Source: an optimization exercise on an open RTL-to-GDS flow (aim: small area and a short achievable clock period). Production flows keep margins and buffers that such runs may drop.
Where RTL was checked, it was by simulation tests only, not by an equivalence proof against the original.
For runs 2, 4, 6 and 7, only the layout was checked, not whether the RTL still works.
Power is estimated from default activity; no workload was simulated.

File: config.mk
export PLATFORM = sky130hd
export DESIGN_NAME = fifo_regs_no_flags
export DESIGN_NICKNAME = fifo_regs_no_flags
export VERILOG_FILES = /design/flow/design.v
export SDC_FILE = /design/flow/constraint.sdc
export NUM_CORES = 4
export LEC_CHECK = 0
export ABC_CLOCK_PERIOD_IN_PS = 1800
export CAP_MARGIN = 20
export CORE_MARGIN = 2
export CORE_UTILIZATION = 40
export CTS_BUF_LIST = sky130_fd_sc_hd__clkbuf_8 sky130_fd_sc_hd__clkbuf_16
export CTS_CLUSTER_DIAMETER = 100
export CTS_CLUSTER_SIZE = 24
export SETUP_SLACK_MARGIN = 1.8
export SLEW_MARGIN = 20
File: constraint.sdc
create_clock -name core_clock -period 3.6 [get_ports {i_clk}]
set_input_delay 0.7200 -clock core_clock [delete_from_list [all_inputs] [get_ports {i_clk}]]
set_output_delay 0.7200 -clock core_clock [all_outputs]
set_load 0.01 [all_outputs]
File: design.v
module fifo_regs_no_flags #(
    parameter g_WIDTH = 8,   
    parameter g_DEPTH = 32   
)(
    input wire i_rst_sync,                 
    input wire i_clk,                      
    input wire i_wr_en,                    
    input wire [g_WIDTH-1:0] i_wr_data,    
    output wire o_full,                    
    input wire i_rd_en,                    
    output wire [g_WIDTH-1:0] o_rd_data,   
    output wire o_empty                    
);
    localparam NLO = 8;
    localparam NHI = g_DEPTH / NLO;
    reg [g_WIDTH-1:0] r_SR [0:g_DEPTH-2];
    reg [g_WIDTH-1:0] r_WD;
    reg r_WQ;
    reg [g_WIDTH-1:0] r_HEAD;
    reg [g_WIDTH-1:0] r_OUT;
    reg [NLO-1:0] r_LO;
    reg [NHI-1:0] r_HI;
    reg r_EMPTY;     
    reg r_FULL;      
    reg r_LE1;       
    wire w_WR = i_wr_en && !r_FULL;
    wire w_RD = i_rd_en && !r_EMPTY;
    wire w_UP = w_WR && !w_RD;
    wire w_DN = w_RD && !w_WR;
    wire w_Q0  = r_LO[0] && r_HI[0];
    wire w_Q1  = r_LO[1] && r_HI[0];
    wire w_Q29 = r_LO[NLO-3] && r_HI[NHI-1];
    wire w_Q30 = r_LO[NLO-2] && r_HI[NHI-1];
    wire w_Q31 = r_LO[NLO-1] && r_HI[NHI-1];
    wire w_N1  = r_WQ ? w_Q31 : w_Q0;     
    wire w_N2  = r_WQ ? w_Q0  : w_Q1;     
    wire w_NF1 = r_WQ ? w_Q29 : w_Q30;    
    reg [g_WIDTH-1:0] w_NEXT;
    reg [g_WIDTH-1:0] w_GRP;
    integer g, l;
    always @(*) begin
        w_NEXT = {g_WIDTH{1'b0}};
        for (g = 0; g < NHI; g = g + 1) begin
            w_GRP = {g_WIDTH{1'b0}};
            for (l = 0; l < NLO; l = l + 1)
                w_GRP = w_GRP | ({g_WIDTH{r_LO[l]}} &
                                 ((NLO*g + l == 0) ? r_WD : r_SR[NLO*g + l - 1]));
            w_NEXT = w_NEXT | ({g_WIDTH{r_HI[g]}} & w_GRP);
        end
    end
    integer i;
    always @(posedge i_clk) begin
        r_WD <= i_wr_data;
        if (r_WQ) begin
            r_SR[0] <= r_WD;
            for (i = 1; i < g_DEPTH-1; i = i + 1)
                r_SR[i] <= r_SR[i-1];
        end
        if (r_EMPTY || i_rd_en)
            r_HEAD <= r_LE1 ? i_wr_data : w_NEXT;
        r_OUT <= (r_EMPTY || i_rd_en) ? (r_LE1 ? i_wr_data : w_NEXT) : r_HEAD;
    end
    always @(posedge i_clk) begin
        if (i_rst_sync) begin
            r_WQ    <= 1'b0;
            r_LO    <= {1'b1, {(NLO-1){1'b0}}};
            r_HI    <= {1'b1, {(NHI-1){1'b0}}};
            r_EMPTY <= 1'b1;
            r_FULL  <= 1'b0;
            r_LE1   <= 1'b1;
        end else begin
            r_WQ <= w_WR;
            if (r_WQ && !w_RD) begin
                r_LO <= {r_LO[NLO-2:0], r_LO[NLO-1]};
                if (r_LO[NLO-1])
                    r_HI <= {r_HI[NHI-2:0], r_HI[NHI-1]};
            end else if (!r_WQ && w_RD) begin
                r_LO <= {r_LO[0], r_LO[NLO-1:1]};
                if (r_LO[0])
                    r_HI <= {r_HI[0], r_HI[NHI-1:1]};
            end
            if (w_UP) begin
                r_EMPTY <= 1'b0;
                r_FULL  <= w_NF1;
                r_LE1   <= r_EMPTY;
            end else if (w_DN) begin
                r_EMPTY <= w_N1;
                r_FULL  <= 1'b0;
                r_LE1   <= w_N1 || w_N2;
            end
        end
    end
    assign o_rd_data = r_OUT;
    assign o_full    = r_FULL;
    assign o_empty   = r_EMPTY;
endmodule
File: flow/run.sh
#!/bin/bash
# The standard layout (standard.sh: standard synthesis, ORFS floorplan to
# finish), with one change: the buffers that buffer_ports puts on every input
# and output port are buf_4 cells, not the slow clock-delay buffer that
# buffer_ports picks by default. The full output of every tool is in
# orfs/logs/; the output of the whole run is also in run.log here.
set -euo pipefail
export BUFFER_PORTS_ARGS="-buffer_cell sky130_fd_sc_hd__buf_4"
bash standard.sh finish > run.log 2>&1
File: standard.sh
#!/bin/bash
# synth_recipe.tcl (not shown) runs the flow's synth.tcl, then flattens the netlist and writes it again
# the make line also repeats each setting of config.mk as NAME=value (left out here)
make -C /OpenROAD-flow-scripts/flow DESIGN_CONFIG=/design/flow/config.mk WORK_HOME=/design/flow/orfs CLKGATE_MAP_FILE= SYNTH_SCRIPT=/design/flow/synth_recipe.tcl "${@:-finish}"
==> flow_summary.json, run 1 <==
{
  "layout.cells.non_filler": 934,
  "max_freq_ghz": 0.5633,
  "syn_inst": 584,
  "die_area_mm2": 0.02744,
  "swShare": 0.2209,
  "rows": 59,
  "ys_ff_latch": 280,
  "yosys-top-cells-count": "edfxtp_1, a22oi_1, nand4_1, nor2_1, a22oi_2",
  "combPwrFrac": 0.061,
  "synth_top_cell_by_area": "edfxtp_1",
  "cp_max_fo": 1,
  "postSynthNetCount": 598,
  "io_pins": 22,
  "wl_um": 21480,
  "cap_violations": 0,
  "finalPower_mw": 5.936,
  "cp_top_family": "flip-flops",
  "gr-max-usage-layer": "met2",
  "start_util": 0.4046,
  "portBuffers": 21,
  "wl_per_cell_um": 23.00,
  "hp-class": "input pin to flop",
  "p_per_area_mw_per_mm2": 526.6,
  "drt_iter0_markers": 654,
  "path_class": "flop to output port",
  "core_mm2": 0.02584,
  "switchingPower_mw": 1.311,
  "grt_use_met2": 0.2392,
  "diodes": 0,
  "rsz0062_at_grt": "yes",
  "cts_root_buf": "clkbuf_16",
  "synth.most_common_cell": "edfxtp_1",
  "crit_chain": "buf_6",
  "ys_top_cells_by_area": "edfxtp_1, a22oi_1, dfxtp_1, a22oi_2, buf_6",
  "grtUsageTotal": 0.1515,
  "syn_avg_cell_area_um2": 17.90,
  "clkSlewWorstSetupHoldPaths_ns": 0.09,
  "final_nets": 605,
  "synth-edff-count": 256,
  "slew_headroom": 0.3326,
  "p_clk_frac": 0.292,
  "place_area_mm2": 0.01078,
  "synthArstFlopShare": 0,
  "num_vias": 5556,
  "cts_made_buffers": 15,
  "fill_cells": 2259,
  "setup_viol_count_final": 0,
  "antenna_found_initial": 0,
  "critPathLaunchType": "flop",
  "p_leak_nw": 3.520,
  "critPathCaptureType": "output port",
  "clock_latency_ns": 0.49,
  "p_int_mw": 4.625,
  "antenna_left": 0,
  "fin_tns_setup_ns": 0,
  "gp_congestion": 0.7575,
  "drive_gt1_frac": 0.1402,
  "dieHeight_um": 165.7,
  "grtUsageMet1": 0.2187,
  "synth-main-ff-cell": "edfxtp_1",
  "syn_area_mm2": 0.01045,
  "status": "finished clean",
  "arrival_ns": 1.06,
  "drv_slew": 0,
  "clockBufferDepth": 3,
  "hold_viol_final": 0,
  "synth_top_area_share": 0.7354,
  "dpl.cell_count": 908,
  "finalCritPeriodShare": 0.4931,
  "drc": 0,
  "firstDrtPassIters": 5,
  "overflow": 0,
  "hpwl_um": 11190,
  "grt_pass1_vias": 5530,
  "slowest_delay_ns": 0.43,
  "grt_pass1_wl_um": 32850,
  "ir_drop_mv": 0.3406,
  "fin_area_mm2": 0.01127,
  "critPathBufInv": 1,
  "viasPerCell": 5.949,
  "synth_seq_area_share": 0.7813,
  "cts_sinks": 280,
  "fp.dieW_um": 165.7,
  "synthToLayoutAreaGrowth_pct": 7.840,
  "use_met3": 0.02796,
  "tightestPinTransition_ns": 1.001,
  "ys_types": 31,
  "skew_ns": 0.02516,
  "worstPathRequired_ns": 2.88,
  "timing.final.crit_period_ns": 1.775,
  "grt_max_degree": 178,
  "yosysWarnings": 2,
  "cp_slowest_cell": "edfxtp_1",
  "pwr-share-seq": 0.647,
  "h-tree-depth": 1,
  "cts_tree": "done",
  "fin_hold_ws_ns": 0.3452
}
==> worst paths after layout <==
| path | start | endpoint | slack [ns] | cells after the start |
|---|---|---|---|---|
| min reg2reg | r_WD[1] | r_SR[0][1] | 0.44 | 0 |
| min | i_wr_data[5] | r_WD[5] | 0.35 | 1 |
| max reg2reg | r_LO[1] | r_OUT[5] | 1.88 | 5 |
| max | r_OUT[6] | o_rd_data[6] | 1.82 | 1 |
==> logic make-up (layout without fill, tap and decap cells) <==
family                     after synthesis  count (layout)  synth area share
and+or+nand+nor                         75              75           0.03770
DFF                                    280             280            0.7813
AOI/OAI and AO/OA                      173             173            0.1333
muxes                                   11              11           0.01065
adders and majority gates                2               2          0.002393
buffers and inverters                   43              58           0.03459
==> sequential cells by signal (all words and copies together) (netlist names), 4 cells and up <==
name / cells
r_HI: 4
r_SR: 248
r_LO: 8
r_WD: 8
r_OUT: 8
==> metrics by stage <==
| step | util | setup slack (ns) |
|---|---|---|
| after CTS | 0.4346 | 1.796 |
| after global routing | 0.4363 | 1.779 |
| after detailed placement | 0.4170 | 1.190 |
| after floorplan | - | 0.4179 |
| final | 0.4363 | 1.825 |
| after global placement | 0.4170 | 1.261 |
==> layer usage <==
layer / vias up / share of wire / routed length [um]
met2: 225 / 0.47 / 10100
met1: 2880 / 0.44 / 9534
met4: 0 / 0.024 / 508
li1: 2407 / - / -
met3: 44 / 0.063 / 1343
met5: - / 0 / 0
==> power groups by stage <==
stage | combinational, mW | clock, mW | sequential (mW)
final | 0.364 | 1.73 | 3.84
after global routing | 0.401 | 1.89 | 3.85
after CTS | 0.362 | 1.78 | 3.84
after detailed placement | 0.356 | 0 | 3.91
after global placement | 0.348 | 0 | 3.90
after floorplan | 0.224 | 0 | 3.89
==> cells in the final DEF (no fill, tap or decap), drive strengths merged <==
cell type / instances
edfxtp: 256
nor2: 26
dfxtp: 24
and3b: 1
nor3: 1
a21oi: 11
ha: 2
nand4: 32
or2: 1
inv: 12
nand2b: 3
buf: 31
mux2i: 10
a31oi: 8
clkbuf: 15
a211oi: 3
a22oi: 144
mux2: 1
nand2: 5
nand3: 1
o21bai: 1
a211o: 2
nor2b: 5
o21ai: 3
a311oi: 1
==> timing repair <==
action                     4_1_cts  5_1_grt
hold buffers                     0        0
buffers inserted                 0        1
setup endpoints to repair       17       15
resized for setup               12        6
gates cloned                     0        0
==> layout make-up <==
| type | instances | area, um^2 | area share |
|---|---|---|---|
| repair buffers | 31 | 300.3 | 0.02664 |
| well taps | 335 | 419.2 | 0.03718 |
| clock buffers | 15 | 375.4 | 0.03330 |
| inverters | 2 | 7.507 | 0.0006659 |
| flip-flops and latches | 280 | 8187 | 0.7262 |
| multi-input cells | 261 | 1942 | 0.1723 |
| clock inverters | 10 | 42.54 | 0.003774 |
==> inputs of run 2 (changes only) <==
--- a/design.v
+++ b/design.v
@@ -19,6 +19,7 @@
     reg [g_WIDTH-1:0] r_HEAD;
     reg [g_WIDTH-1:0] r_OUT;
     reg [NLO-1:0] r_LO;
+    reg [NLO-1:0] r_LO_N;    
     reg [NHI-1:0] r_HI;
     reg r_EMPTY;     
     reg r_FULL;      
@@ -43,7 +44,7 @@
         for (g = 0; g < NHI; g = g + 1) begin
             w_GRP = {g_WIDTH{1'b0}};
             for (l = 0; l < NLO; l = l + 1)
-                w_GRP = w_GRP | ({g_WIDTH{r_LO[l]}} &
+                w_GRP = w_GRP | ({g_WIDTH{(2*g < NHI) ? r_LO[l] : !r_LO_N[l]}} &
                                  ((NLO*g + l == 0) ? r_WD : r_SR[NLO*g + l - 1]));
             w_NEXT = w_NEXT | ({g_WIDTH{r_HI[g]}} & w_GRP);
         end
@@ -64,6 +65,7 @@
         if (i_rst_sync) begin
             r_WQ    <= 1'b0;
             r_LO    <= {1'b1, {(NLO-1){1'b0}}};
+            r_LO_N  <= {1'b0, {(NLO-1){1'b1}}};
             r_HI    <= {1'b1, {(NHI-1){1'b0}}};
             r_EMPTY <= 1'b1;
             r_FULL  <= 1'b0;
@@ -72,10 +74,12 @@
             r_WQ <= w_WR;
             if (r_WQ && !w_RD) begin
                 r_LO <= {r_LO[NLO-2:0], r_LO[NLO-1]};
+                r_LO_N <= ~{r_LO[NLO-2:0], r_LO[NLO-1]};
                 if (r_LO[NLO-1])
                     r_HI <= {r_HI[NHI-2:0], r_HI[NHI-1]};
             end else if (!r_WQ && w_RD) begin
                 r_LO <= {r_LO[0], r_LO[NLO-1:1]};
+                r_LO_N <= ~{r_LO[0], r_LO[NLO-1:1]};
                 if (r_LO[0])
                     r_HI <= {r_HI[0], r_HI[NHI-1:1]};
             end
==> flow_summary.json, run 2 <==
{
  "wl_um": 22090,
  "hold_viol_final": 0,
  "cp_max_fo": 1,
  "fill_cells": 2253,
  "reg2regPathDepth": 5,
  "cts_sinks": 288,
  "critPathLaunchType": "flop",
  "ir_drop_mv": 0.3481,
  "ys_types": 37,
  "clockBufferDepth": 3,
  "gp_congestion": 0.7688,
  "rsz0062_at_grt": "yes",
  "ys_top_cells_by_area": "edfxtp_1, a22oi_1, dfxtp_1, a41oi_1, buf_6",
  "fin_area_mm2": 0.01175,
  "rrSetupSlack_ns": 1.84,
  "core_mm2": 0.02598,
  "finalCritPeriodShare": 0.5059,
  "path_class": "flop to output port",
  "rr_startpoint": "r_LO_N[4]",
  "place_area_mm2": 0.01095,
  "top_register": "r_SR",
  "synth_seq_area_share": 0.7894,
  "synthToLayoutAreaGrowth_pct": 11.35,
  "num_vias": 5739,
  "slew_headroom": 0.4497,
  "mostFrequentLayoutCells": "edfxtp_1, a22oi_1, buf_4",
  "dieHeight_um": 166.4,
  "io_pins": 22,
  "firstDrtPassIters": 5,
  "slowest_delay_ns": 0.45,
  "postSynthNetCount": 607,
  "synth.most_common_cell": "edfxtp_1",
  "final_nets": 624,
  "max_freq_ghz": 0.5491,
  "finish.utilization": 0.4521,
  "setup_viol_count_final": 0,
  "syn_avg_cell_area_um2": 17.79,
  "antenna_left": 0,
  "cts_tree": "done",
  "drc": 0,
  "synth_top_cell_by_area": "edfxtp_1",
  "yosys-top-cells-count": "edfxtp_1, a22oi_1, dfxtp_1, a41oi_1, buf_6",
  "hp-class": "input pin to flop",
  "ys_ff_latch": 288,
  "crit_chain": "buf_6",
  "wl_per_cell_um": 23.15,
  "grt_max_degree": 141,
  "antenna_found_initial": 0,
  "die_area_mm2": 0.02769,
  "start_util": 0.4060,
  "setup_slack_ns": 1.779,
  "hold_end": "r_WD[0]",
  "overflow": 0,
  "syn_area_mm2": 0.01055,
  "critPathBufInv": 1,
  "layout.cells.non_filler": 954,
  "p_leak_nw": 3.735,
  "drv_slew": 0,
  "portBuffers": 21,
  "skew_ns": 0.03157,
  "cp_top_family": "flip-flops",
  "syn_inst": 593,
  "fin_tns_setup_ns": 0,
  "cts_made_buffers": 15,
  "hold_depth": 1,
  "viasPerCell": 6.016,
  "rows": 59,
  "synthArstFlopShare": 0,
  "synth-edff-count": 256,
  "p_per_area_mw_per_mm2": 552.3,
  "critPathLaunch": "r_OUT[5]",
  "grt_pass1_vias": 5726,
  "worstPathRequired_ns": 2.88,
  "cap_violations": 0,
  "synth_top_area_share": 0.7287,
  "min_from": "i_wr_data[0]",
  "hpwl_um": 12530,
  "grtUsageTotal": 0.1537,
  "status": "finished clean",
  "fin_hold_ws_ns": 0.3304,
  "reg2reg_to": "r_OUT[0]",
  "h-tree-depth": 1,
  "timing.final.crit_period_ns": 1.821,
  "yosysWarnings": 2,
  "grt_pass1_wl_um": 33820,
  "tightestPinTransition_ns": 0.8254,
  "synth-main-ff-cell": "edfxtp_1",
  "diodes": 0,
  "clock_latency_ns": 0.50,
  "drt_iter0_markers": 714,
  "critPathCaptureType": "output port",
  "largest_reg_flops": 248,
  "dp_slack_ns": 1.200,
  "clkSlewWorstSetupHoldPaths_ns": 0.10,
  "arrival_ns": 1.10,
  "dpl.cell_count": 921,
  "final_common_cell": "edfxtp_1",
  "cp_slowest_cell": "edfxtp_1",
  "drive_gt1_frac": 0.1809,
  "cts_root_buf": "clkbuf_16",
  "finalPower_mw": 6.488,
  "fp.dieW_um": 166.4
}
run 2: cell types whose count changed after synthesis, sizes merged, moves of 14 or more:
cell and change:
a41oi +24, nand4 -24, inv +18, nor2 -17, a22oi -16, buf -14
run 2: cell families after synthesis:
| kind of cell | Yosys count | share of synthesized area |
|---|---|---|
| buf+inv | 55 | 0.03332 |
| mux | 12 | 0.01139 |
| flops | 288 | 0.7894 |
| fa+ha+maj | 2 | 0.002372 |
| simple gates | 44 | 0.02241 |
| compound gates | 192 | 0.1411 |
run 2: metal layers:
metal / global-route usage / share of wire / wire length [um]
met1: 0.2200 / 0.45 / 9888
met2: 0.2515 / 0.49 / 10780
met3: 0.01930 / 0.053 / 1180
met4: 0.03936 / 0.011 / 240
met5: 0 / 0 / 0
run 2: timing repair:
item | 4_1_cts | 5_1_grt
cloned | 0 | 0
gates resized for setup | 29 | 41
setup endpoints to repair | 122 | 15
setup buffers | 0 | 7
hold buffers | 0 | 0
pin swaps | 3 | 11
run 2: how the worst max path moves through the flow:
stage | to | slack (ns) | depth (start not counted)
after floorplan | r_HI[3] | 0.40 | 5
after global placement | r_LO_N[0] | 1.28 | 5
after detailed placement | r_HI[3] | 1.20 | 7
after CTS | r_OUT[0] | 1.75 | 4
after global routing | o_rd_data[5] | 1.72 | 1
final | o_rd_data[5] | 1.78 | 1
run 2: power by group:
part	internal (mW)	total [mW]	leakage (nW)	switching [mW]
combinational	0.277	0.688	0.817	0.411
sequential	3.84	4.04	2.68	0.200
clock	0.771	1.76	0.243	0.989
total	4.89	6.49	3.73	1.60
run 2: cell type report:
type	instances	area, um^2	share of cell area
flip-flops and latches	288	8366	0.7121
repair buffers	32	284.0	0.02418
well taps	335	419.2	0.03568
multi-input cells	250	2146	0.1827
inverters	23	111.4	0.009479
clock inverters	11	46.29	0.003941
clock buffers	15	375.4	0.03195
==> inputs of run 3 (changes only) <==
--- a/design.v
+++ b/design.v
@@ -19,7 +19,6 @@
     reg [g_WIDTH-1:0] r_HEAD;
     reg [g_WIDTH-1:0] r_OUT;
     reg [NLO-1:0] r_LO;
-    reg [NLO-1:0] r_LO_N;    
     reg [NHI-1:0] r_HI;
     reg r_EMPTY;     
     reg r_FULL;      
@@ -44,7 +43,7 @@
         for (g = 0; g < NHI; g = g + 1) begin
             w_GRP = {g_WIDTH{1'b0}};
             for (l = 0; l < NLO; l = l + 1)
-                w_GRP = w_GRP | ({g_WIDTH{(2*g < NHI) ? r_LO[l] : !r_LO_N[l]}} &
+                w_GRP = w_GRP | ({g_WIDTH{r_LO[l]}} &
                                  ((NLO*g + l == 0) ? r_WD : r_SR[NLO*g + l - 1]));
             w_NEXT = w_NEXT | ({g_WIDTH{r_HI[g]}} & w_GRP);
         end
@@ -65,7 +64,6 @@
         if (i_rst_sync) begin
             r_WQ    <= 1'b0;
             r_LO    <= {1'b1, {(NLO-1){1'b0}}};
-            r_LO_N  <= {1'b0, {(NLO-1){1'b1}}};
             r_HI    <= {1'b1, {(NHI-1){1'b0}}};
             r_EMPTY <= 1'b1;
             r_FULL  <= 1'b0;
@@ -74,12 +72,10 @@
             r_WQ <= w_WR;
             if (r_WQ && !w_RD) begin
                 r_LO <= {r_LO[NLO-2:0], r_LO[NLO-1]};
-                r_LO_N <= ~{r_LO[NLO-2:0], r_LO[NLO-1]};
                 if (r_LO[NLO-1])
                     r_HI <= {r_HI[NHI-2:0], r_HI[NHI-1]};
             end else if (!r_WQ && w_RD) begin
                 r_LO <= {r_LO[0], r_LO[NLO-1:1]};
-                r_LO_N <= ~{r_LO[0], r_LO[NLO-1:1]};
                 if (r_LO[0])
                     r_HI <= {r_HI[0], r_HI[NHI-1:1]};
             end
==> run.sh (new file) <==
#!/bin/bash
# synth_recipe.tcl (not shown) runs the flow's synth.tcl, then flattens the netlist and writes it again
# the make line also repeats each setting of config.mk as NAME=value (left out here)
make -C /OpenROAD-flow-scripts/flow DESIGN_CONFIG=/design/flow/config.mk WORK_HOME=/design/flow/orfs CLKGATE_MAP_FILE= SYNTH_SCRIPT=/design/flow/synth_recipe.tcl finish
removed: flow/run.sh
removed: standard.sh
==> flow_summary.json, run 3 <==
{
  "overflow": 0,
  "cts_hold_buf": 0,
  "grt_pass1_wl_um": 33390,
  "drive_gt1_frac": 0.1545,
  "syn_avg_cell_area_um2": 17.90,
  "cts_made_buffers": 15,
  "rows": 59,
  "rrSetupSlack_ns": 1.89,
  "antenna_left": 0,
  "postSynthNetCount": 598,
  "rr_startpoint": "r_LO[0]",
  "pwr-share-seq": 0.643,
  "portBuffers": 21,
  "cp-endpoint": "o_rd_data[0]",
  "critPathLaunch": "r_OUT[0]",
  "grt_use_met2": 0.2430,
  "finalCritPeriodShare": 0.4918,
  "start_util": 0.4046,
  "ys_top_cells_by_area": "edfxtp_1, a22oi_1, dfxtp_1, a22oi_2, buf_6",
  "mostFrequentLayoutCells": "edfxtp_1, a22oi_1, nand4_1",
  "die_area_mm2": 0.02744,
  "hpwl_um": 11770,
  "cap_violations": 0,
  "rsz0062_at_grt": "yes",
  "grtUsageMet1": 0.2189,
  "hold_viol_final": 0,
  "p_per_area_mw_per_mm2": 519.5,
  "synthToLayoutAreaGrowth_pct": 9.348,
  "reg2regPathDepth": 5,
  "crit_chain": "buf_2",
  "use_met3": 0.02867,
  "ys_types": 31,
  "cp_max_fo": 1,
  "clkSlewWorstSetupHoldPaths_ns": 0.09,
  "firstDrtPassIters": 5,
  "yosys-top-cells-count": "edfxtp_1, a22oi_1, nand4_1, nor2_1, a22oi_2",
  "fin_hold_ws_ns": 0.4379,
  "largest_reg_flops": 248,
  "gr-max-usage-layer": "met2",
  "grtUsageTotal": 0.1541,
  "grt_max_degree": 157,
  "wl_per_cell_um": 22.93,
  "arrival_ns": 1.05,
  "syn_inst": 584,
  "path_depth": 1,
  "finalPower_mw": 5.938,
  "timing.final.crit_period_ns": 1.770,
  "clock_latency_ns": 0.49,
  "critPathCaptureType": "output port",
  "critPathBufInv": 1,
  "drv_slew": 0,
  "min_from": "r_WD[2]",
  "h-tree-depth": 1,
  "io_pins": 22,
  "diodes": 0,
  "core_mm2": 0.02584,
  "cts_tree": "done",
  "max_freq_ghz": 0.5648,
  "ir_drop_mv": 0.3647,
  "p_int_mw": 4.626,
  "fill_cells": 2234,
  "viasPerCell": 5.924,
  "grt_pass1_vias": 5634,
  "drc": 0,
  "worstPathRequired_ns": 2.88,
  "cts_sinks": 280,
  "synth_top_cell_by_area": "edfxtp_1",
  "slew_headroom": 0.4539,
  "switchingPower_mw": 1.312,
  "regArea_mm2": 0.008197,
  "slowest_delay_ns": 0.41,
  "cp_slowest_cell": "edfxtp_1",
  "drt_iter0_markers": 587,
  "dpl.cell_count": 913,
  "ys_ff_latch": 280,
  "fp.dieW_um": 165.7,
  "hp-class": "flop to flop",
  "dieHeight_um": 165.7,
  "cts_root_buf": "clkbuf_16",
  "clockBufferDepth": 3,
  "critPathLaunchType": "flop",
  "final_common_cell": "edfxtp_1",
  "setup_slack_ns": 1.830,
  "tightestPinTransition_ns": 0.8191,
  "p_clk_frac": 0.291,
  "wl_um": 21780,
  "path_class": "flop to output port",
  "synth_top_area_share": 0.7354,
  "top_register": "r_SR",
  "synth-main-ff-cell": "edfxtp_1",
  "combPwrFrac": 0.066,
  "layout.cells.non_filler": 950,
  "status": "finished clean",
  "final_nets": 623,
  "reg2reg_to": "r_OUT[1]",
  "gp_congestion": 0.7576,
  "cp_top_family": "flip-flops",
  "syn_area_mm2": 0.01045,
  "synth-edff-count": 256,
  "synth.most_common_cell": "edfxtp_1",
  "num_vias": 5628,
  "swShare": 0.2210,
  "setup_viol_count_final": 0,
  "skew_ns": 0.02438,
  "yosysWarnings": 2,
  "synthArstFlopShare": 0,
  "antenna_found_initial": 0,
  "multi_input_area_mm2": 0.001953,
  "synth_seq_area_share": 0.7813,
  "dp_slack_ns": 0.8733,
  "p_leak_nw": 3.588,
  "fin_tns_setup_ns": 0
}
-- run 3: changes by cell type after synthesis, moves of 6 or more --
cell       change
inv_1         -10
inv_2          -8
a2111oi_1      -8
a31oi_1        +7
buf_6          +6
a211oi_1       -8
nor2_1        +17
a41oi_1       -24
nand4_1       +24
a22oi_1        -9
nor3_1         -6
a22oi_2       +25
dfxtp_1        -8
-- run 3: cell type report --
| cell class | count | share of cell area |
|---|---|---|
| Clock buffer | 15 | 0.03284 |
| Clock inverter | 8 | 0.003065 |
| Inverter | 2 | 0.0006567 |
| Multi-Input combinational cell | 261 | 0.1709 |
| Sequential cell | 280 | 0.7171 |
| Tap cell | 335 | 0.03667 |
| Timing Repair Buffer | 49 | 0.03886 |
-- run 3: kinds of logic (layout without fill, tap and decap cells) --
| kind of cell | Yosys count | in the layout | synth area share |
|---|---|---|---|
| AO/OA/AOI/OAI | 173 | 173 | 0.1333 |
| adder cells (fa/ha/maj) | 2 | 2 | 0.002393 |
| buffers and inverters | 43 | 74 | 0.03459 |
| flip-flops | 280 | 280 | 0.7813 |
| multiplexers | 11 | 11 | 0.01065 |
| AND/OR/NAND/NOR | 75 | 75 | 0.03770 |
-- run 3: worst min path at each step --
stage,depth (start not counted),end
floorplan,0,r_SR[0][0]
global placement,0,r_SR[0][2]
detailed placement,0,r_SR[0][1]
CTS,0,r_SR[0][2]
global route,0,r_SR[0][2]
finish,0,r_SR[0][2]
-- run 3: what timing repair did --
item                       in CTS  in global routing
setup buffers                   4                 10
gates resized for setup        53                 15
pin swaps                       2                  3
setup endpoints to repair      33                 17
-- run 3: metrics by stage --
stage	utilization	instance area, um^2
5_1_grt	0.4424	11430
3_5_place_dp	0.4200	10850
2_1_floorplan	-	10470
3_3_place_gp	0.4200	10850
4_1_cts	0.4374	11300
6_report	0.4424	11430
-- run 3: layer usage --
layer  vias to the layer above  share of wire
li1                       2449              -
met1                      2910           0.43
met2                       223           0.47
met3                        46          0.066
met4                         0          0.025
met5                         -              0
-- run 3: power by group through the flow --
stage,logic [mW],registers [mW],clock network [mW]
global placement,0.363,3.89,0
finish,0.393,3.82,1.73
CTS,0.369,3.83,1.79
detailed placement,0.372,3.90,0
global route,0.429,3.83,1.89
floorplan,0.224,3.89,0
==> inputs of run 4 (changes only) <==
--- a/design.v
+++ b/design.v
@@ -56,10 +56,18 @@
             for (i = 1; i < g_DEPTH-1; i = i + 1)
                 r_SR[i] <= r_SR[i-1];
         end
-        if (r_EMPTY || i_rd_en)
+        if ((r_EMPTY && i_wr_en) || i_rd_en)
             r_HEAD <= r_LE1 ? i_wr_data : w_NEXT;
         r_OUT <= (r_EMPTY || i_rd_en) ? (r_LE1 ? i_wr_data : w_NEXT) : r_HEAD;
     end
+    wire [NLO-1:0] w_LO_L = {r_LO[NLO-2:0], r_LO[NLO-1]};    
+    wire [NLO-1:0] w_LO_R = {r_LO[0], r_LO[NLO-1:1]};        
+    wire [NHI-1:0] w_HI_L = r_LO[NLO-1] ? {r_HI[NHI-2:0], r_HI[NHI-1]} : r_HI;
+    wire [NHI-1:0] w_HI_R = r_LO[0]     ? {r_HI[0], r_HI[NHI-1:1]}     : r_HI;
+    wire [NLO-1:0] w_LO_RD = r_WQ ? r_LO   : w_LO_R;
+    wire [NLO-1:0] w_LO_NR = r_WQ ? w_LO_L : r_LO;
+    wire [NHI-1:0] w_HI_RD = r_WQ ? r_HI   : w_HI_R;
+    wire [NHI-1:0] w_HI_NR = r_WQ ? w_HI_L : r_HI;
     always @(posedge i_clk) begin
         if (i_rst_sync) begin
             r_WQ    <= 1'b0;
@@ -69,16 +77,9 @@
             r_FULL  <= 1'b0;
             r_LE1   <= 1'b1;
         end else begin
-            r_WQ <= w_WR;
-            if (r_WQ && !w_RD) begin
-                r_LO <= {r_LO[NLO-2:0], r_LO[NLO-1]};
-                if (r_LO[NLO-1])
-                    r_HI <= {r_HI[NHI-2:0], r_HI[NHI-1]};
-            end else if (!r_WQ && w_RD) begin
-                r_LO <= {r_LO[0], r_LO[NLO-1:1]};
-                if (r_LO[0])
-                    r_HI <= {r_HI[0], r_HI[NHI-1:1]};
-            end
+            r_WQ   <= w_WR;
+            r_LO   <= w_RD ? w_LO_RD : w_LO_NR;
+            r_HI   <= w_RD ? w_HI_RD : w_HI_NR;
             if (w_UP) begin
                 r_EMPTY <= 1'b0;
                 r_FULL  <= w_NF1;
==> flow/run.sh (new file) <==
#!/bin/bash
# The standard layout (standard.sh: standard synthesis, ORFS floorplan to
# finish), with one change: the buffers that buffer_ports puts on every input
# and output port are buf_4 cells, not the slow clock-delay buffer that
# buffer_ports picks by default. The full output of every tool is in
# orfs/logs/; the output of the whole run is also in run.log here.
set -euo pipefail
export BUFFER_PORTS_ARGS="-buffer_cell sky130_fd_sc_hd__buf_4"
bash standard.sh finish > run.log 2>&1
==> standard.sh (new file) <==
#!/bin/bash
# synth_recipe.tcl (not shown) runs the flow's synth.tcl, then flattens the netlist and writes it again
# the make line also repeats each setting of config.mk as NAME=value (left out here)
make -C /OpenROAD-flow-scripts/flow DESIGN_CONFIG=/design/flow/config.mk WORK_HOME=/design/flow/orfs CLKGATE_MAP_FILE= SYNTH_SCRIPT=/design/flow/synth_recipe.tcl "${@:-finish}"
removed: run.sh
==> flow_summary.json, run 4 <==
{
  "finish.utilization": 0.4467,
  "p_clk_frac": 0.287,
  "largest_reg_flops": 248,
  "hold_viol_final": 0,
  "setup_slack_ns": 1.858,
  "grtUsageTotal": 0.1600,
  "p_int_mw": 4.732,
  "wl_um": 22820,
  "tightestPinTransition_ns": 0.6056,
  "ys_top_cells_by_area": "edfxtp_1, a22oi_1, dfxtp_1, a41oi_1, buf_6",
  "syn_area_mm2": 0.01062,
  "synth_seq_area_share": 0.7842,
  "viasPerCell": 6.031,
  "die_area_mm2": 0.02787,
  "grt_pass1_wl_um": 35140,
  "rsz0062_at_grt": "no",
  "fp.dieW_um": 166.9,
  "arrival_ns": 1.97,
  "swShare": 0.2216,
  "wl_met3_um": 1594,
  "hpwl_um": 13050,
  "cts_tree": "done",
  "start_util": 0.4075,
  "synth-main-ff-cell": "edfxtp_1",
  "wl_per_cell_um": 23.50,
  "syn_inst": 600,
  "gp_congestion": 0.7783,
  "drt_iter0_markers": 604,
  "crit_chain": "buf_4 > a22oi_1 > a41oi_2 > nor4_2 > buf_4 > a21oi_1",
  "h-tree-depth": 1,
  "top_register": "r_SR",
  "yosysWarnings": 2,
  "overflow": 0,
  "cp_top_family": "compound AO/OA/AOI/OAI gates",
  "critPathCaptureType": "flop",
  "synth-edff-count": 256,
  "synth_top_area_share": 0.7238,
  "ys_types": 33,
  "dp_slack_ns": 1.177,
  "status": "finished clean",
  "drv_slew": 0,
  "p_per_area_mw_per_mm2": 522.2,
  "clockBufferDepth": 3,
  "finalCritPeriodShare": 0.4839,
  "portBuffers": 21,
  "synthArstFlopShare": 0,
  "critPathBufInv": 2,
  "worstPathRequired_ns": 3.83,
  "clkSlewWorstSetupHoldPaths_ns": 0.10,
  "routed.top_layer": "met4",
  "setup_viol_count_final": 0,
  "ir_drop_mv": 0.3307,
  "skew_ns": 0.01050,
  "num_vias": 5856,
  "max_freq_ghz": 0.5741,
  "pwr-share-seq": 0.643,
  "synthToLayoutAreaGrowth_pct": 9.602,
  "fin_hold_ws_ns": 0.3521,
  "antenna_left": 0,
  "syn_avg_cell_area_um2": 17.70,
  "final_nets": 642,
  "p_leak_nw": 3.630,
  "timing.final.crit_period_ns": 1.742,
  "slowest_delay_ns": 0.39,
  "crit_top_cell": "buf_4",
  "grt_pass1_vias": 5940,
  "firstDrtPassIters": 5,
  "dieHeight_um": 166.9,
  "io_pins": 22,
  "hp-class": "input pin to flop",
  "cp_max_fo": 8,
  "mostFrequentLayoutCells": "edfxtp_1, a22oi_1, buf_4",
  "rows": 59,
  "wl_met1_um": 10050,
  "yosys-top-cells-count": "edfxtp_1, a22oi_1, a41oi_1, dfxtp_1, nor2_1",
  "synth.most_common_cell": "edfxtp_1",
  "cp_slowest_cell": "dfxtp_4",
  "slew_headroom": 0.5958,
  "cts_root_buf": "clkbuf_16",
  "core_mm2": 0.02606,
  "grt_max_degree": 103,
  "switchingPower_mw": 1.347,
  "wl_met2_um": 10740,
  "cap_violations": 0,
  "ys_ff_latch": 288,
  "postSynthNetCount": 613,
  "synth_top_cell_by_area": "edfxtp_1",
  "path_class": "flop to flop",
  "critPathLaunchType": "flop",
  "drc": 0,
  "antenna_found_initial": 0,
  "cts_sinks": 288,
  "cts_made_buffers": 15,
  "fin_tns_setup_ns": 0,
  "diodes": 0,
  "final_common_cell": "edfxtp_1",
  "drive_gt1_frac": 0.1525,
  "clock_latency_ns": 0.48,
  "combPwrFrac": 0.070
}
==> run 4: changes by cell type after synthesis, sizes merged, moves of 5 or more <==
cell,delta
a221oi,+8
nor2,-5
a41oi,+32
mux2i,-7
a21oi,+5
a31oi,-5
dfxtp,+8
a22oi,-10
nor4,+8
nand4,-32
nand2,+7
==> run 4: final timing paths <==
check | to | start | depth (start not counted) | slack [ns]
max | r_HEAD[4] | r_LO[1] | 6 | 1.86
min | r_WD[0] | i_wr_data[0] | 1 | 0.35
max reg2reg | r_HEAD[4] | r_LO[1] | 6 | 1.86
min reg2reg | r_SR[0][6] | r_WD[6] | 0 | 0.45
==> run 4: logic make-up after synthesis <==
| group | synth area share |
|---|---|
| xor gates and xnor gates | 0.0008248 |
| buffers and inverters | 0.03487 |
| and+or+nand+nor | 0.02863 |
| AOI/OAI and AO/OA | 0.1475 |
| adders and majority gates | 0.001178 |
| muxes | 0.002828 |
| DFF | 0.7842 |
==> run 4: layer usage <==
metal  vias up  track usage
li1       2547            -
met1      3020       0.2312
met2       255       0.2612
met3        34      0.02281
met4         0      0.03111
met5         -            0
==> run 4: what timing repair did <==
item | 4_1_cts | 5_1_grt
cloned | 0 | 0
hold buffers | 0 | 0
pin swaps | 2 | 3
setup buffers | 2 | 12
endpoints found under the setup margin | 88 | 76
resized for setup | 18 | 13
==> run 4: power groups by stage <==
stage,Clock [mW],Sequential (mW),Combinational [mW]
finish,1.74,3.91,0.425
global route,1.91,3.93,0.458
CTS,1.79,3.92,0.394
detailed placement,0,3.99,0.385
global placement,0,3.99,0.373
floorplan,0,3.99,0.222
==> run 4: layout make-up <==
| cell class | count | area [um^2] |
|---|---|---|
| clock inverters | 9 | 33.78 |
| fillers | 2237 | 14420 |
| inverters | 7 | 31.28 |
| clock buffers | 15 | 375.4 |
| multi-input cells | 264 | 1963 |
| repair buffers | 53 | 469.2 |
| well taps | 335 | 419.2 |
| flip-flops and latches | 288 | 8348 |
==> run 4: through the flow <==
| step | instances | area (um^2) | power (mW) |
|---|---|---|---|
| 4_1_cts | 959 | 11460 | 6.098 |
| 3_3_place_gp | 933 | 11000 | 4.358 |
| 5_1_grt | 971 | 11640 | 6.295 |
| 2_1_floorplan | 600 | 10630 | 4.208 |
| 3_5_place_dp | 933 | 11000 | 4.375 |
| 6_report | 971 | 11640 | 6.079 |
==> inputs of run 5 (changes only) <==
--- a/design.v
+++ b/design.v
@@ -17,7 +17,6 @@
     reg [g_WIDTH-1:0] r_WD;
     reg r_WQ;
     reg [g_WIDTH-1:0] r_HEAD;
-    reg [g_WIDTH-1:0] r_OUT;
     reg [NLO-1:0] r_LO;
     reg [NHI-1:0] r_HI;
     reg r_EMPTY;     
@@ -56,9 +55,8 @@
             for (i = 1; i < g_DEPTH-1; i = i + 1)
                 r_SR[i] <= r_SR[i-1];
         end
-        if ((r_EMPTY && i_wr_en) || i_rd_en)
+        if (r_EMPTY || i_rd_en)
             r_HEAD <= r_LE1 ? i_wr_data : w_NEXT;
-        r_OUT <= (r_EMPTY || i_rd_en) ? (r_LE1 ? i_wr_data : w_NEXT) : r_HEAD;
     end
     wire [NLO-1:0] w_LO_L = {r_LO[NLO-2:0], r_LO[NLO-1]};    
     wire [NLO-1:0] w_LO_R = {r_LO[0], r_LO[NLO-1:1]};        
@@ -91,7 +89,7 @@
             end
         end
     end
-    assign o_rd_data = r_OUT;
+    assign o_rd_data = r_HEAD;
     assign o_full    = r_FULL;
     assign o_empty   = r_EMPTY;
 endmodule
==> flow_summary.json, run 5 <==
{
  "start_util": 0.4062,
  "hold_viol_final": 0,
  "clock_latency_ns": 0.49,
  "grt_pass1_wl_um": 33030,
  "critPathLaunchType": "flop",
  "fp.dieW_um": 163.9,
  "io_pins": 22,
  "yosys-top-cells-count": "edfxtp_1, a22oi_1, nand4_1, buf_2, dfxtp_1",
  "overflow": 0,
  "cts_tree": "done",
  "synth_top_cell_by_area": "edfxtp_1",
  "fill_cells": 2191,
  "skew_ns": 0.01667,
  "final_nets": 602,
  "synthToLayoutAreaGrowth_pct": 9.112,
  "synth-edff-count": 256,
  "cts_sinks": 280,
  "cp_top_family": "flip-flops",
  "h-tree-depth": 1,
  "critPathBufInv": 1,
  "grtUsageTotal": 0.1623,
  "path_class": "flop to output port",
  "fin_tns_setup_ns": 0,
  "final_common_cell": "edfxtp_1",
  "dieHeight_um": 163.9,
  "rows": 58,
  "grt_max_degree": 174,
  "synth.most_common_cell": "edfxtp_1",
  "diodes": 0,
  "cp_slowest_cell": "edfxtp_1",
  "top_register": "r_SR",
  "ys_types": 35,
  "ys_ff_latch": 280,
  "clkSlewWorstSetupHoldPaths_ns": 0.09,
  "die_area_mm2": 0.02687,
  "syn_area_mm2": 0.01023,
  "drc": 0,
  "cp_max_fo": 1,
  "max_freq_ghz": 0.5426,
  "ir_drop_mv": 0.3892,
  "slew_headroom": 0.2966,
  "gp_congestion": 0.7496,
  "regArea_mm2": 0.008185,
  "setup_viol_count_final": 0,
  "critPathLaunch": "r_HEAD[6]",
  "tightestPinTransition_ns": 1.055,
  "hpwl_um": 11740,
  "mostFrequentLayoutCells": "edfxtp_1, a22oi_1, nand4_1",
  "syn_avg_cell_area_um2": 17.67,
  "postSynthNetCount": 592,
  "ys_top_cells_by_area": "edfxtp_1, a22oi_1, dfxtp_1, nand4_1, buf_2",
  "firstDrtPassIters": 5,
  "rr_startpoint": "r_WQ",
  "rsz0062_at_grt": "yes",
  "num_vias": 5606,
  "synthArstFlopShare": 0,
  "p_leak_nw": 3.536,
  "multi_input_area_mm2": 0.001815,
  "wl_per_cell_um": 23.58,
  "worstPathRequired_ns": 2.88,
  "largest_reg_flops": 248,
  "cap_violations": 0,
  "slowest_delay_ns": 0.47,
  "cts_root_buf": "clkbuf_16",
  "clockBufferDepth": 3,
  "timing.final.crit_period_ns": 1.843,
  "wl_um": 21840,
  "synth-main-ff-cell": "edfxtp_1",
  "viasPerCell": 6.054,
  "layout.cells.non_filler": 926,
  "synth_seq_area_share": 0.7984,
  "min_from": "i_wr_data[5]",
  "crit_chain": "buf_6",
  "drv_slew": 0,
  "antenna_left": 0,
  "fin_hold_ws_ns": 0.3315,
  "antenna_found_initial": 0,
  "status": "finished clean",
  "dpl.cell_count": 901,
  "drive_gt1_frac": 0.1158,
  "hp-class": "input pin to flop",
  "arrival_ns": 1.12,
  "core_mm2": 0.02518,
  "grt_pass1_vias": 5417,
  "cts_setup_buffers": 0,
  "drt_iter0_markers": 583,
  "synth_top_area_share": 0.7515,
  "portBuffers": 21,
  "cts_made_buffers": 15,
  "p_per_area_mw_per_mm2": 527.4,
  "yosysWarnings": 2,
  "finalCritPeriodShare": 0.5120,
  "critPathCaptureType": "output port",
  "syn_inst": 579
}
-- run 5: cell types whose count changed after synthesis, sizes merged, moves of 8 or more --
cell / change
a21oi: -8
a41oi: -32
a22oi: +16
a221oi: -8
nor4: -8
nand4: +32
dfxtp: -8
-- run 5: cell type report --
cell class | count | share of cell area
Clock buffer | 15 | 0.03363
Multi-Input combinational cell | 256 | 0.1626
Sequential cell | 280 | 0.7333
Timing Repair Buffer | 34 | 0.02926
Inverter | 2 | 0.0006726
Tap cell | 330 | 0.03699
Clock inverter | 9 | 0.003475
-- run 5: timing repair --
action,in CTS,in global routing
cloned,0,1
gates resized for setup,12,7
endpoints found under the setup margin,16,25
hold buffers,0,0
-- run 5: worst paths after layout --
check / endpoint / depth (start not counted) / slack, ns
hold / removal: r_WD[5] / 1 / 0.33
hold reg to reg: r_SR[0][7] / 0 / 0.45
setup reg to reg: r_SR[10][0] / 1 / 1.91
setup / recovery: o_rd_data[6] / 1 / 1.76
-- run 5: logic make-up after synthesis --
| logic type | synth area share |
|---|---|
| XOR/XNOR | 0.002691 |
| flip-flops | 0.7984 |
| adder cells (fa/ha/maj) | 0.001223 |
| AO/OA/AOI/OAI | 0.1262 |
| buffers and inverters | 0.02409 |
| AND/OR/NAND/NOR | 0.03804 |
| multiplexers | 0.009295 |
-- run 5: power breakdown --
part           internal [mW]  leakage, nW  switching [mW]  total (mW)
combinational          0.125        0.694           0.201       0.326
sequential              3.70         2.61           0.114        3.82
clock                  0.768        0.232           0.977        1.75
total                   4.60         3.54            1.29        5.89
-- run 5: routing by layer --
metal	share of wire	up-vias	global-route usage
met5	0	-	0
met4	0.020	0	0.04266
met3	0.063	29	0.02449
met2	0.47	240	0.2498
met1	0.45	2929	0.2425
li1	-	2408	-
-- run 5: stage by stage --
step                      utilization  instance area, um^2  power [mW]  worst slack, ns
final                          0.4433                11160       5.887            1.757
after global routing           0.4433                11160       6.085            1.738
after CTS                      0.4413                11110       5.930            1.728
after detailed placement       0.4236                10670       4.198            1.475
after global placement         0.4236                10670       4.188            1.491
after floorplan                     -                10230       4.051           0.5237
==> inputs of run 6 (changes only) <==
--- a/design.v
+++ b/design.v
@@ -18,6 +18,7 @@
     reg r_WQ;
     reg [g_WIDTH-1:0] r_HEAD;
     reg [NLO-1:0] r_LO;
+    reg [NLO-1:0] r_LO_N;    
     reg [NHI-1:0] r_HI;
     reg r_EMPTY;     
     reg r_FULL;      
@@ -42,7 +43,7 @@
         for (g = 0; g < NHI; g = g + 1) begin
             w_GRP = {g_WIDTH{1'b0}};
             for (l = 0; l < NLO; l = l + 1)
-                w_GRP = w_GRP | ({g_WIDTH{r_LO[l]}} &
+                w_GRP = w_GRP | ({g_WIDTH{(2*g < NHI) ? r_LO[l] : !r_LO_N[l]}} &
                                  ((NLO*g + l == 0) ? r_WD : r_SR[NLO*g + l - 1]));
             w_NEXT = w_NEXT | ({g_WIDTH{r_HI[g]}} & w_GRP);
         end
@@ -70,6 +71,7 @@
         if (i_rst_sync) begin
             r_WQ    <= 1'b0;
             r_LO    <= {1'b1, {(NLO-1){1'b0}}};
+            r_LO_N  <= {1'b0, {(NLO-1){1'b1}}};
             r_HI    <= {1'b1, {(NHI-1){1'b0}}};
             r_EMPTY <= 1'b1;
             r_FULL  <= 1'b0;
@@ -77,6 +79,7 @@
         end else begin
             r_WQ   <= w_WR;
             r_LO   <= w_RD ? w_LO_RD : w_LO_NR;
+            r_LO_N <= w_RD ? ~w_LO_RD : ~w_LO_NR;
             r_HI   <= w_RD ? w_HI_RD : w_HI_NR;
             if (w_UP) begin
                 r_EMPTY <= 1'b0;
==> flow_summary.json, run 6 <==
{
  "synth_top_area_share": 0.7294,
  "antenna_found_initial": 0,
  "timing.final.crit_period_ns": 1.845,
  "diodes": 0,
  "status": "finished clean",
  "synth_mux_area_frac": 0.02505,
  "dpl.cell_count": 913,
  "worstPathRequired_ns": 2.88,
  "setup_slack_ns": 1.755,
  "clock_latency_ns": 0.50,
  "grtUsageTotal": 0.1486,
  "mostFrequentLayoutCells": "edfxtp_1, a22oi_1, inv_1",
  "p_leak_nw": 3.720,
  "synth-edff-count": 256,
  "final_nets": 613,
  "largest_reg_flops": 248,
  "critPathCaptureType": "output port",
  "drt_iter0_markers": 630,
  "critPathLaunchType": "flop",
  "yosysWarnings": 2,
  "yosys.area_share.simple": 0.02066,
  "die_area_mm2": 0.02766,
  "grt_pass1_vias": 5461,
  "syn_avg_cell_area_um2": 17.95,
  "cts_root_buf": "clkbuf_16",
  "path_class": "flop to output port",
  "cp_top_family": "flip-flops",
  "hold_viol_final": 0,
  "drc": 0,
  "portBuffers": 21,
  "fp.dieW_um": 166.3,
  "synthArstFlopShare": 0,
  "slowest_delay_ns": 0.47,
  "overflow": 0,
  "synth-compound-area-share": 0.1294,
  "cp_max_fo": 1,
  "grt_max_degree": 120,
  "clockBufferDepth": 3,
  "final_common_cell": "edfxtp_1",
  "max_freq_ghz": 0.5420,
  "rows": 59,
  "cts_tree": "done",
  "p_per_area_mw_per_mm2": 519.0,
  "skew_ns": 0.02267,
  "setup_viol_count_final": 0,
  "fin_tns_setup_ns": 0,
  "cap_violations": 0,
  "syn_inst": 587,
  "h-tree-depth": 1,
  "synth_xor_area_frac": 0.0008311,
  "critPathBufInv": 1,
  "io_pins": 22,
  "ys_ff_latch": 288,
  "arrival_ns": 1.13,
  "synth-main-ff-cell": "edfxtp_1",
  "layout.cells.non_filler": 944,
  "finish.utilization": 0.4531,
  "yosys-top-cells-count": "edfxtp_1, a22oi_1, dfxtp_1, a41oi_1, mux2i_1",
  "ys_top_cells_by_area": "edfxtp_1, a22oi_1, dfxtp_1, mux2i_1, a41oi_1",
  "fin_hold_ws_ns": 0.3403,
  "cts_sinks": 288,
  "top_register": "r_SR",
  "place_area_mm2": 0.01091,
  "dp_slack_ns": 1.384,
  "clkSlewWorstSetupHoldPaths_ns": 0.10,
  "firstDrtPassIters": 5,
  "finalPower_mw": 6.110,
  "drive_gt1_frac": 0.1839,
  "synth_fa_ha_area_frac": 0.001187,
  "drv_slew": 0,
  "core_mm2": 0.02598,
  "ir_drop_mv": 0.3482,
  "synth_seq_area_share": 0.7902,
  "tightestPinTransition_ns": 0.9543,
  "synth_top_family_by_area": "compound AO/OA/AOI/OAI gates",
  "synthToLayoutAreaGrowth_pct": 11.71,
  "hp-class": "input pin to flop",
  "start_util": 0.4056,
  "gp_congestion": 0.8275,
  "cp_slowest_cell": "edfxtp_1",
  "viasPerCell": 5.844,
  "num_vias": 5517,
  "synth.most_common_cell": "edfxtp_1",
  "antenna_left": 0,
  "grt_pass1_wl_um": 32430,
  "fill_cells": 2222,
  "dieHeight_um": 166.3,
  "hpwl_um": 12230,
  "cts_hold_buf": 0,
  "wl_um": 20940,
  "rsz0062_at_grt": "yes",
  "synth_top_cell_by_area": "edfxtp_1",
  "postSynthNetCount": 600,
  "finalCritPeriodShare": 0.5125,
  "syn_area_mm2": 0.01054,
  "crit_chain": "buf_6",
  "wl_per_cell_um": 22.18,
  "slew_headroom": 0.3629,
  "cts_made_buffers": 15,
  "ys_types": 39,
  "fin_area_mm2": 0.01177
}
-- run 6: where the power goes --
group	internal, mW	switching [mW]
Sequential	3.80	0.131
Clock	0.771	0.985
Combinational	0.174	0.250
-- run 6: layout make-up --
type                            instances  area, um^2  share of cell area
Sequential cell                       288        8346              0.7089
Clock buffer                           15       375.4             0.03188
Multi-Input combinational cell        241        2201              0.1869
Tap cell                              335       419.2             0.03560
Inverter                               26       122.6             0.01042
Timing Repair Buffer                   28       262.8             0.02232
Clock inverter                         11       46.29            0.003932
-- run 6: metal layers --
metal / part of all wire / track usage / vias to the layer above
met5: 0 / 0 / -
met3: 0.051 / 0.01954 / 22
met1: 0.46 / 0.2208 / 2889
li1: - / - / 2433
met4: 0.014 / 0.03186 / 0
met2: 0.47 / 0.2365 / 173
-- run 6: path summary, 6_finish.rpt --
kind           startpoint           end  slack (ns)  cells after the start
max             r_HEAD[4]  o_rd_data[4]        1.75                      1
min          i_wr_data[6]       r_WD[6]        0.34                      1
max reg2reg     r_LO_N[5]     r_HEAD[4]        1.78                      7
min reg2reg   r_SR[12][3]   r_SR[13][3]        0.45                      0
-- run 6: logic make-up after synthesis --
family | after synthesis
compound gates | 175
fa+ha+maj | 1
buf+inv | 58
flops | 288
xor+xnor | 1
simple gates | 38
mux | 26
-- run 6: repair_timing --
| action | in CTS | in global routing |
|---|---|---|
| gates cloned | 0 | 0 |
| buffers inserted | 4 | 1 |
| pin swaps | 8 | 19 |
| endpoints found under the setup margin | 135 | 11 |
| resized for setup | 40 | 32 |
| endpoints found under the hold margin | 0 | 0 |
==> inputs of run 7 (changes only) <==
--- a/design.v
+++ b/design.v
@@ -17,8 +17,8 @@
     reg [g_WIDTH-1:0] r_WD;
     reg r_WQ;
     reg [g_WIDTH-1:0] r_HEAD;
+    reg [g_WIDTH-1:0] r_OUT;
     reg [NLO-1:0] r_LO;
-    reg [NLO-1:0] r_LO_N;    
     reg [NHI-1:0] r_HI;
     reg r_EMPTY;     
     reg r_FULL;      
@@ -43,7 +43,7 @@
         for (g = 0; g < NHI; g = g + 1) begin
             w_GRP = {g_WIDTH{1'b0}};
             for (l = 0; l < NLO; l = l + 1)
-                w_GRP = w_GRP | ({g_WIDTH{(2*g < NHI) ? r_LO[l] : !r_LO_N[l]}} &
+                w_GRP = w_GRP | ({g_WIDTH{r_LO[l]}} &
                                  ((NLO*g + l == 0) ? r_WD : r_SR[NLO*g + l - 1]));
             w_NEXT = w_NEXT | ({g_WIDTH{r_HI[g]}} & w_GRP);
         end
@@ -56,8 +56,9 @@
             for (i = 1; i < g_DEPTH-1; i = i + 1)
                 r_SR[i] <= r_SR[i-1];
         end
-        if (r_EMPTY || i_rd_en)
+        if ((r_EMPTY && i_wr_en) || i_rd_en)
             r_HEAD <= r_LE1 ? i_wr_data : w_NEXT;
+        r_OUT <= (r_EMPTY || i_rd_en) ? (r_LE1 ? i_wr_data : w_NEXT) : r_HEAD;
     end
     wire [NLO-1:0] w_LO_L = {r_LO[NLO-2:0], r_LO[NLO-1]};    
     wire [NLO-1:0] w_LO_R = {r_LO[0], r_LO[NLO-1:1]};        
@@ -71,7 +72,6 @@
         if (i_rst_sync) begin
             r_WQ    <= 1'b0;
             r_LO    <= {1'b1, {(NLO-1){1'b0}}};
-            r_LO_N  <= {1'b0, {(NLO-1){1'b1}}};
             r_HI    <= {1'b1, {(NHI-1){1'b0}}};
             r_EMPTY <= 1'b1;
             r_FULL  <= 1'b0;
@@ -79,7 +79,6 @@
         end else begin
             r_WQ   <= w_WR;
             r_LO   <= w_RD ? w_LO_RD : w_LO_NR;
-            r_LO_N <= w_RD ? ~w_LO_RD : ~w_LO_NR;
             r_HI   <= w_RD ? w_HI_RD : w_HI_NR;
             if (w_UP) begin
                 r_EMPTY <= 1'b0;
@@ -92,7 +91,7 @@
             end
         end
     end
-    assign o_rd_data = r_HEAD;
+    assign o_rd_data = r_OUT;
     assign o_full    = r_FULL;
     assign o_empty   = r_EMPTY;
 endmodule
==> flow/run.sh (replaced) <==
#!/bin/bash
set -euo pipefail
export BUFFER_PORTS_ARGS="-buffer_cell sky130_fd_sc_hd__buf_4"
export CTS_ARGS="-sink_clustering_enable -repair_clock_nets -sink_clustering_size 20 -sink_clustering_max_diameter 60 -buf_list sky130_fd_sc_hd__clkbuf_16 -root_buf sky130_fd_sc_hd__clkbuf_16 -dont_use_dummy_load"
bash standard.sh finish > run.log 2>&1
==> flow_summary.json, run 7 <==
{
  "clock_latency_ns": 0.51,
  "crit_chain": "buf_4 > a22oi_1 > a41oi_1 > nor4_2 > a21oi_1",
  "p_per_area_mw_per_mm2": 544.7,
  "drt_iter0_markers": 651,
  "cp_slowest_cell": "nor4_2",
  "start_util": 0.4075,
  "top_register": "r_SR",
  "worstPathRequired_ns": 3.86,
  "cp_max_fo": 10,
  "wl_um": 23220,
  "grt_pass1_wl_um": 35540,
  "grtUsageTotal": 0.1621,
  "die_area_mm2": 0.02787,
  "synthToLayoutAreaGrowth_pct": 10.49,
  "ir_drop_mv": 0.3688,
  "num_vias": 5889,
  "synth-main-ff-cell": "edfxtp_1",
  "path_class": "flop to flop",
  "cap_violations": 0,
  "p_leak_nw": 3.655,
  "fin_tns_setup_ns": 0,
  "drc": 0,
  "synthArstFlopShare": 0,
  "status": "finished clean",
  "overflow": 0,
  "place_area_mm2": 0.01100,
  "synth_top_cell_by_area": "edfxtp_1",
  "diodes": 0,
  "hold_depth": 1,
  "drive_gt1_frac": 0.1564,
  "synth-edff-count": 256,
  "drv_slew": 0,
  "finalCritPeriodShare": 0.4844,
  "clockBufferDepth": 3,
  "core_mm2": 0.02606,
  "yosys-top-cells-count": "edfxtp_1, a22oi_1, a41oi_1, dfxtp_1, nor2_1",
  "portBuffers": 21,
  "rows": 59,
  "synth.most_common_cell": "edfxtp_1",
  "ys_top_cells_by_area": "edfxtp_1, a22oi_1, dfxtp_1, a41oi_1, buf_6",
  "fin_area_mm2": 0.01173,
  "slew_headroom": 0.5868,
  "mostFrequentLayoutCells": "edfxtp_1, a22oi_1, buf_4",
  "yosysWarnings": 2,
  "gp_congestion": 0.7783,
  "tightestPinTransition_ns": 0.6192,
  "hold_viol_final": 0,
  "setup_viol_count_final": 0,
  "cts_made_buffers": 21,
  "max_freq_ghz": 0.5735,
  "rsz0062_at_grt": "yes",
  "critPathCaptureType": "flop",
  "synth_seq_area_share": 0.7842,
  "viasPerCell": 6.084,
  "rr_startpoint": "r_LO[7]",
  "cts_hold_buf": 0,
  "cts_tree": "done",
  "arrival_ns": 2.00,
  "dieHeight_um": 166.9,
  "postSynthNetCount": 613,
  "skew_ns": 0.04224,
  "final_nets": 648,
  "critPathLaunchType": "flop",
  "slowest_delay_ns": 0.43,
  "critPathBufInv": 1,
  "hpwl_um": 13050,
  "synth_top_area_share": 0.7238,
  "ys_types": 33,
  "hp-class": "input pin to flop",
  "timing.final.crit_period_ns": 1.744,
  "fp.dieW_um": 166.9,
  "min_from": "i_wr_data[4]",
  "ys_ff_latch": 288,
  "grt_max_degree": 103,
  "cts_root_buf": "clkbuf_16",
  "antenna_found_initial": 0,
  "finalPower_mw": 6.391,
  "grt_pass1_vias": 5982,
  "h-tree-depth": 1,
  "largest_reg_flops": 248,
  "reg2regPathDepth": 5,
  "reg2reg_to": "r_HEAD[7]",
  "cp_top_family": "compound AO/OA/AOI/OAI gates",
  "firstDrtPassIters": 5,
  "syn_avg_cell_area_um2": 17.70,
  "io_pins": 22,
  "clkSlewWorstSetupHoldPaths_ns": 0.08,
  "rrSetupSlack_ns": 1.86,
  "syn_inst": 600,
  "fill_cells": 2211,
  "wl_per_cell_um": 23.98,
  "syn_area_mm2": 0.01062,
  "antenna_left": 0,
  "final_common_cell": "edfxtp_1",
  "hold_end": "r_WD[4]",
  "cts_sinks": 288
}
[run 7: through the flow]
stage          hold WS (ns)  cells  utilization  setup WS (ns)
5_1_grt              0.3165    968       0.4503          1.755
4_1_cts              0.3185    956       0.4443          1.775
3_3_place_gp         0.4206    933       0.4223          1.198
3_5_place_dp         0.4214    933       0.4223          1.177
2_1_floorplan        0.4092    600            -         0.4269
6_report             0.3303    968       0.4503          1.856
[run 7: worst reg2reg max path, delay by kind of cell (launching register included)]
kind,cells,cell delay (ns)
buffers and inverters,1,0.18
and+or+nand+nor,1,0.43
AOI/OAI and AO/OA,3,0.49
DFF,1,0.40
[run 7: kinds of logic after synthesis]
group	Yosys count	share of synthesized area
AOI/OAI and AO/OA	206	0.1475
xor gates and xnor gates	1	0.0008248
adders and majority gates	1	0.001178
buffers and inverters	48	0.03487
DFF	288	0.7842
muxes	3	0.002828
and+or+nand+nor	53	0.02863
[run 7: cell type report]
class                   instances  area (um^2)  share of cell area
multi-input cells             264         1941              0.1654
flip-flops and latches        288         8348              0.7114
clock buffers                  21        525.5             0.04479
inverters                       7        31.28            0.002666
repair buffers                 53        469.2             0.03999
well taps                     335        419.2             0.03572
[run 7: report_power, final]
group	leakage, nW	internal [mW]	switching [mW]	total, mW
sequential	2.67	3.81	0.101	3.91
combinational	0.722	0.154	0.263	0.418
clock	0.259	1.03	1.03	2.06
[run 7: per-layer routing]
metal / part of all wire / GRT usage
met1: 0.45 / 0.2340
met2: 0.46 / 0.2618
met3: 0.056 / 0.02044
met4: 0.025 / 0.04235
met5: 0 / 0
[run 7: worst max-delay path by stage]
stage	from	end	slack (ns)	cells past startpoint
after floorplan	r_WQ	r_HI[3]	0.43	5
after global placement	i_rd_en	r_OUT[2]	1.20	4
after detailed placement	i_rd_en	r_OUT[2]	1.18	4
after CTS	r_LO[5]	r_OUT[2]	1.77	6
after global routing	r_LO[2]	r_OUT[2]	1.76	6
final	r_LO[7]	r_HEAD[7]	1.86	5
[run 7: repair_timing]
action | 4_1_cts | 5_1_grt
buffers inserted | 2 | 12
hold endpoints to repair | 0 | 0
pin swaps | 2 | 2
endpoints found under the setup margin | 47 | 77
gates resized for setup | 18 | 9

what the ideal ports hide:
The results above use ideal ports. As a check the final layouts listed here were re-extracted and re-timed, cells and wires unchanged.
Step 1, drivers: a clkbuf_16 drives i_clk and a buf_2 each remaining input, both assumed.
Step 2 times the ports against the registers' clock, not the clock port: input delays grow and output delays shrink by t, the midpoint of the rising clock arrivals with the driver on.
Three values: ideal, step 1, step 2; two values: the first two.
| run | t (ns) | slack for setup (ns) | worst register clock-pin slew, ns |
|---|---|---|---|
| run 1 | 0.526 | 1.825 / 1.777 / 1.524 | 0.10 / 0.10 |
| run 2 | 0.529 | 1.779 / 1.735 / 1.501 | 0.10 / 0.10 |
| run 3 | 0.527 | 1.830 / 1.782 / 1.342 | 0.10 / 0.10 |
| run 4 | 0.522 | 1.858 / 1.817 / 1.417 | 0.10 / 0.10 |
| run 5 | 0.536 | 1.757 / 1.710 / 1.808 | 0.10 / 0.10 |
| run 6 | 0.531 | 1.755 / 1.711 / 1.559 | 0.10 / 0.10 |
| run 7 | 0.540 | 1.856 / 1.814 / 1.412 | 0.08 / 0.08 |
After both steps setup and hold are still met in every run listed. For run 3, which loses most, drivers alone change the setup slack by -0.048 ns; drivers and shift together by -0.488 ns.
